From an optimization exercise on the open Yosys and OpenROAD flow, aimed at small area and a short achievable clock period; shortcuts taken in it are not production practice.
Function was checked by simulation only, so behaviour that the tests miss may differ from the original.

## north
// signed_vector_division
module signed_vector_division(in_vector_1, in_vector_2, clk, out_vector);
==> module vd_s1, before the edit <==
module vd_s1 (
  input  [17:0] din,
  input  [17:0] m2,
  output [8:0] rout,
  output [8:0] dout
);
  wire [0:0] r1; wire g1;
  vd_step1 s1 (.t(din[17]), .m2(m2), .r(r1), .ge(g1));
  wire [1:0] r2; wire g2;
  vd_step2 s2 (.t({r1, din[16]}), .m2(m2), .r(r2), .ge(g2));
  wire [2:0] r3; wire g3;
  vd_step3 s3 (.t({r2, din[15]}), .m2(m2), .r(r3), .ge(g3));
  wire [3:0] r4; wire g4;
  vd_step4 s4 (.t({r3, din[14]}), .m2(m2), .r(r4), .ge(g4));
  wire [4:0] r5; wire g5;
  vd_step5 s5 (.t({r4, din[13]}), .m2(m2), .r(r5), .ge(g5));
  wire [5:0] r6; wire g6;
  vd_step6 s6 (.t({r5, din[12]}), .m2(m2), .r(r6), .ge(g6));
  wire [6:0] r7; wire g7;
  vd_step7 s7 (.t({r6, din[11]}), .m2(m2), .r(r7), .ge(g7));
  wire [7:0] r8; wire g8;
  vd_step8 s8 (.t({r7, din[10]}), .m2(m2), .r(r8), .ge(g8));
  wire [8:0] r9; wire g9;
  vd_step9 s9 (.t({r8, din[9]}), .m2(m2), .r(r9), .ge(g9));
  assign rout = r9;
  assign dout = din[8:0];
endmodule
==> module vd_s2, before the edit <==
module vd_s2 (
  input  [8:0] rin,
  input  [8:0] din,
  input  [17:0] m2,
  output [17:0] rout,
  output [11:0] qout
);
  wire [9:0] r10; wire g10;
  vd_step10 s10 (.t({rin, din[8]}), .m2(m2), .r(r10), .ge(g10));
  wire [10:0] r11; wire g11;
  vd_step11 s11 (.t({r10, din[7]}), .m2(m2), .r(r11), .ge(g11));
  wire [11:0] r12; wire g12;
  vd_step12 s12 (.t({r11, din[6]}), .m2(m2), .r(r12), .ge(g12));
  wire [12:0] r13; wire g13;
  vd_step13 s13 (.t({r12, din[5]}), .m2(m2), .r(r13), .ge(g13));
  wire [13:0] r14; wire g14;
  vd_step14 s14 (.t({r13, din[4]}), .m2(m2), .r(r14), .ge(g14));
  wire [14:0] r15; wire g15;
  vd_step15 s15 (.t({r14, din[3]}), .m2(m2), .r(r15), .ge(g15));
  wire [15:0] r16; wire g16;
  vd_step16 s16 (.t({r15, din[2]}), .m2(m2), .r(r16), .ge(g16));
  wire [16:0] r17; wire g17;
  vd_step17 s17 (.t({r16, din[1]}), .m2(m2), .r(r17), .ge(g17));
  wire [17:0] r18; wire g18;
  vd_step18 s18 (.t({r17, din[0]}), .m2(m2), .r(r18), .ge(g18));
  wire [17:0] r19; wire g19;
  wire [18:0] x19;
  vd_step19 s19 (.t({r18, 1'b0}), .m2(m2), .r(x19), .ge(g19));
  assign r19 = x19[17:0];
  wire [17:0] r20; wire g20;
  wire [18:0] x20;
  vd_step19 s20 (.t({r19, 1'b0}), .m2(m2), .r(x20), .ge(g20));
  assign r20 = x20[17:0];
  wire [17:0] r21; wire g21;
  wire [18:0] x21;
  vd_step19 s21 (.t({r20, 1'b0}), .m2(m2), .r(x21), .ge(g21));
  assign r21 = x21[17:0];
  wire [17:0] r22; wire g22;
  wire [18:0] x22;
  vd_step19 s22 (.t({r21, 1'b0}), .m2(m2), .r(x22), .ge(g22));
  assign r22 = x22[17:0];
  assign rout = r22;
  assign qout = {g11, g12, g13, g14, g15, g16, g17, g18, g19, g20, g21, g22};
endmodule
==> module signed_vector_division, before the edit <==
module signed_vector_division(in_vector_1, in_vector_2, clk, out_vector);
  input clk;
  input  [56:0] in_vector_1, in_vector_2;
  output [56:0] out_vector;
  genvar i;
  generate
    for (i = 0; i < 3; i = i + 1) begin : c
      wire [17:0] m1 = in_vector_1[19*i+17:19*i];
      wire [17:0] m2 = in_vector_2[19*i+17:19*i];
      reg s_a, s_b;
      reg [17:0] m2_a, m2_b;
      reg [8:0] r_a;
      reg [8:0] d_a;
      wire [8:0] r_an;
      wire [8:0] d_an;
      reg [17:0] r_b;
      reg [11:0] q_b;
      wire [17:0] r_bn;
      wire [11:0] q_bn;
      vd_s1 u1 (.din(m1), .m2(m2), .rout(r_an), .dout(d_an));
      vd_s2 u2 (.rin(r_a), .din(d_a), .m2(m2_a), .rout(r_bn), .qout(q_bn));
      wire [17:0] r_o; wire [17:0] q_o;
      vd_s3 u3 (.rin(r_b), .qin(q_b), .m2(m2_b), .rout(r_o), .qout(q_o));
      always @(posedge clk) begin
        s_a <= in_vector_1[19*i+18] ^ in_vector_2[19*i+18];
        s_b <= s_a;
        m2_a <= m2;
        m2_b <= m2_a;
        r_a <= r_an;
        r_b <= r_bn;
        d_a <= d_an;
        q_b <= q_bn;
      end
      assign out_vector[19*i+18:19*i] = {s_b, q_o};
    end
  endgenerate
endmodule
make LEC_CHECK=0 ABC_AREA=1 CAP_MARGIN=20 CORE_MARGIN=2 CORE_UTILIZATION=60 SLEW_MARGIN=80 finish   # period 80.0 ns
run.sh (not shown) runs the stock make flow with config.mk's settings and CLKGATE_MAP_FILE= SYNTH_SCRIPT=/design/flow/synth_recipe.tcl, a recipe that flattens the netlist after the stock synthesis.
north ran to completion and came out clean on the timing, design-rule and antenna checks.
## Diff of input files: south against north
diff --git a/flow/design.v b/flow/design.v
--- a/flow/design.v
+++ b/flow/design.v
@@ -1111,6 +1111,6 @@
   input  [17:0] din,
   input  [17:0] m2,
-  output [8:0] rout,
-  output [8:0] dout
+  output [9:0] rout,
+  output [7:0] dout
 );
   wire [0:0] r1; wire g1;
@@ -1132,18 +1132,18 @@
   wire [8:0] r9; wire g9;
   vd_step9 s9 (.t({r8, din[9]}), .m2(m2), .r(r9), .ge(g9));
-  assign rout = r9;
-  assign dout = din[8:0];
+  wire [9:0] r10; wire g10;
+  vd_step10 s10 (.t({r9, din[8]}), .m2(m2), .r(r10), .ge(g10));
+  assign rout = r10;
+  assign dout = din[7:0];
 endmodule
 module vd_s2 (
-  input  [8:0] rin,
-  input  [8:0] din,
+  input  [9:0] rin,
+  input  [7:0] din,
   input  [17:0] m2,
   output [17:0] rout,
   output [11:0] qout
 );
-  wire [9:0] r10; wire g10;
-  vd_step10 s10 (.t({rin, din[8]}), .m2(m2), .r(r10), .ge(g10));
   wire [10:0] r11; wire g11;
-  vd_step11 s11 (.t({r10, din[7]}), .m2(m2), .r(r11), .ge(g11));
+  vd_step11 s11 (.t({rin, din[7]}), .m2(m2), .r(r11), .ge(g11));
   wire [11:0] r12; wire g12;
   vd_step12 s12 (.t({r11, din[6]}), .m2(m2), .r(r12), .ge(g12));
@@ -1224,8 +1224,8 @@
       reg s_a, s_b;
       reg [17:0] m2_a, m2_b;
-      reg [8:0] r_a;
-      reg [8:0] d_a;
-      wire [8:0] r_an;
-      wire [8:0] d_an;
+      reg [9:0] r_a;
+      reg [7:0] d_a;
+      wire [9:0] r_an;
+      wire [7:0] d_an;
       reg [17:0] r_b;
       reg [11:0] q_b;
Notes after the runs:
- No stage failed in south, and the final checks on the layout all came back clean.
- The signed area change from the synthesized netlist to the final layout number comes out higher for north vs south.
- Measured against each other, north and south differ in total core area, the higher figure coming from south.
- The faster design of the two is south; north tops out lower.
- From north to south the numbers moved as follows: worst-case register-to-register setup slack has increased, critical path depth has decreased, area of placed instances has increased, share of the clock period used by the worst path has decreased.
- Compared with north, area after synthesis in south increased slightly.
- The lower final standard cell count with taps included and fillers excluded came out of north.
- Delta (south minus north): largest fanout of any net on the critical path shows a reduction of 1.
- Run comparison: south critical-path cell with the highest stage delay sky130_fd_sc_hd__fa_1; north critical-path cell with the highest stage delay sky130_fd_sc_hd__clkdlybuf4s50_1

-- static timing again, ports no longer ideal --
Ports are ideal in the flow. The routed layouts listed here were re-timed in OpenROAD. Step 1 (the two cells are an assumption about what drives the block):
set clk [get_ports {clk}]
set_driving_cell -lib_cell sky130_fd_sc_hd__clkbuf_16 $clk
set_driving_cell -lib_cell sky130_fd_sc_hd__buf_2 [delete_from_list [all_inputs] $clk]
Step 2 moves the port delays by t, midway between the first and last clock arrival at a register: inputs arrive t later, outputs are due t later. That takes back most of the time a late clock gives input paths. Three values: ideal ports, drivers, drivers and shift; two values: the first two.
| run | t, ns | setup slack, ns | latest minus earliest clock arrival (ns) | slew at the worst register clock pin (ns) | cell pins on the clock port's net |
|---|---|---|---|---|---|
| north | 0.665 | 48.710 / 48.710 / 48.710 | 0.033 / 0.032 | 0.07 / 0.07 | 1 |
| south | 0.669 | 49.177 / 49.229 / 48.560 | 0.021 / 0.020 | 0.07 / 0.07 | 1 |
After both steps setup and hold are still met in every run listed. For south, which loses most, drivers alone change the setup slack by +0.052 ns; drivers and shift together by -0.617 ns.
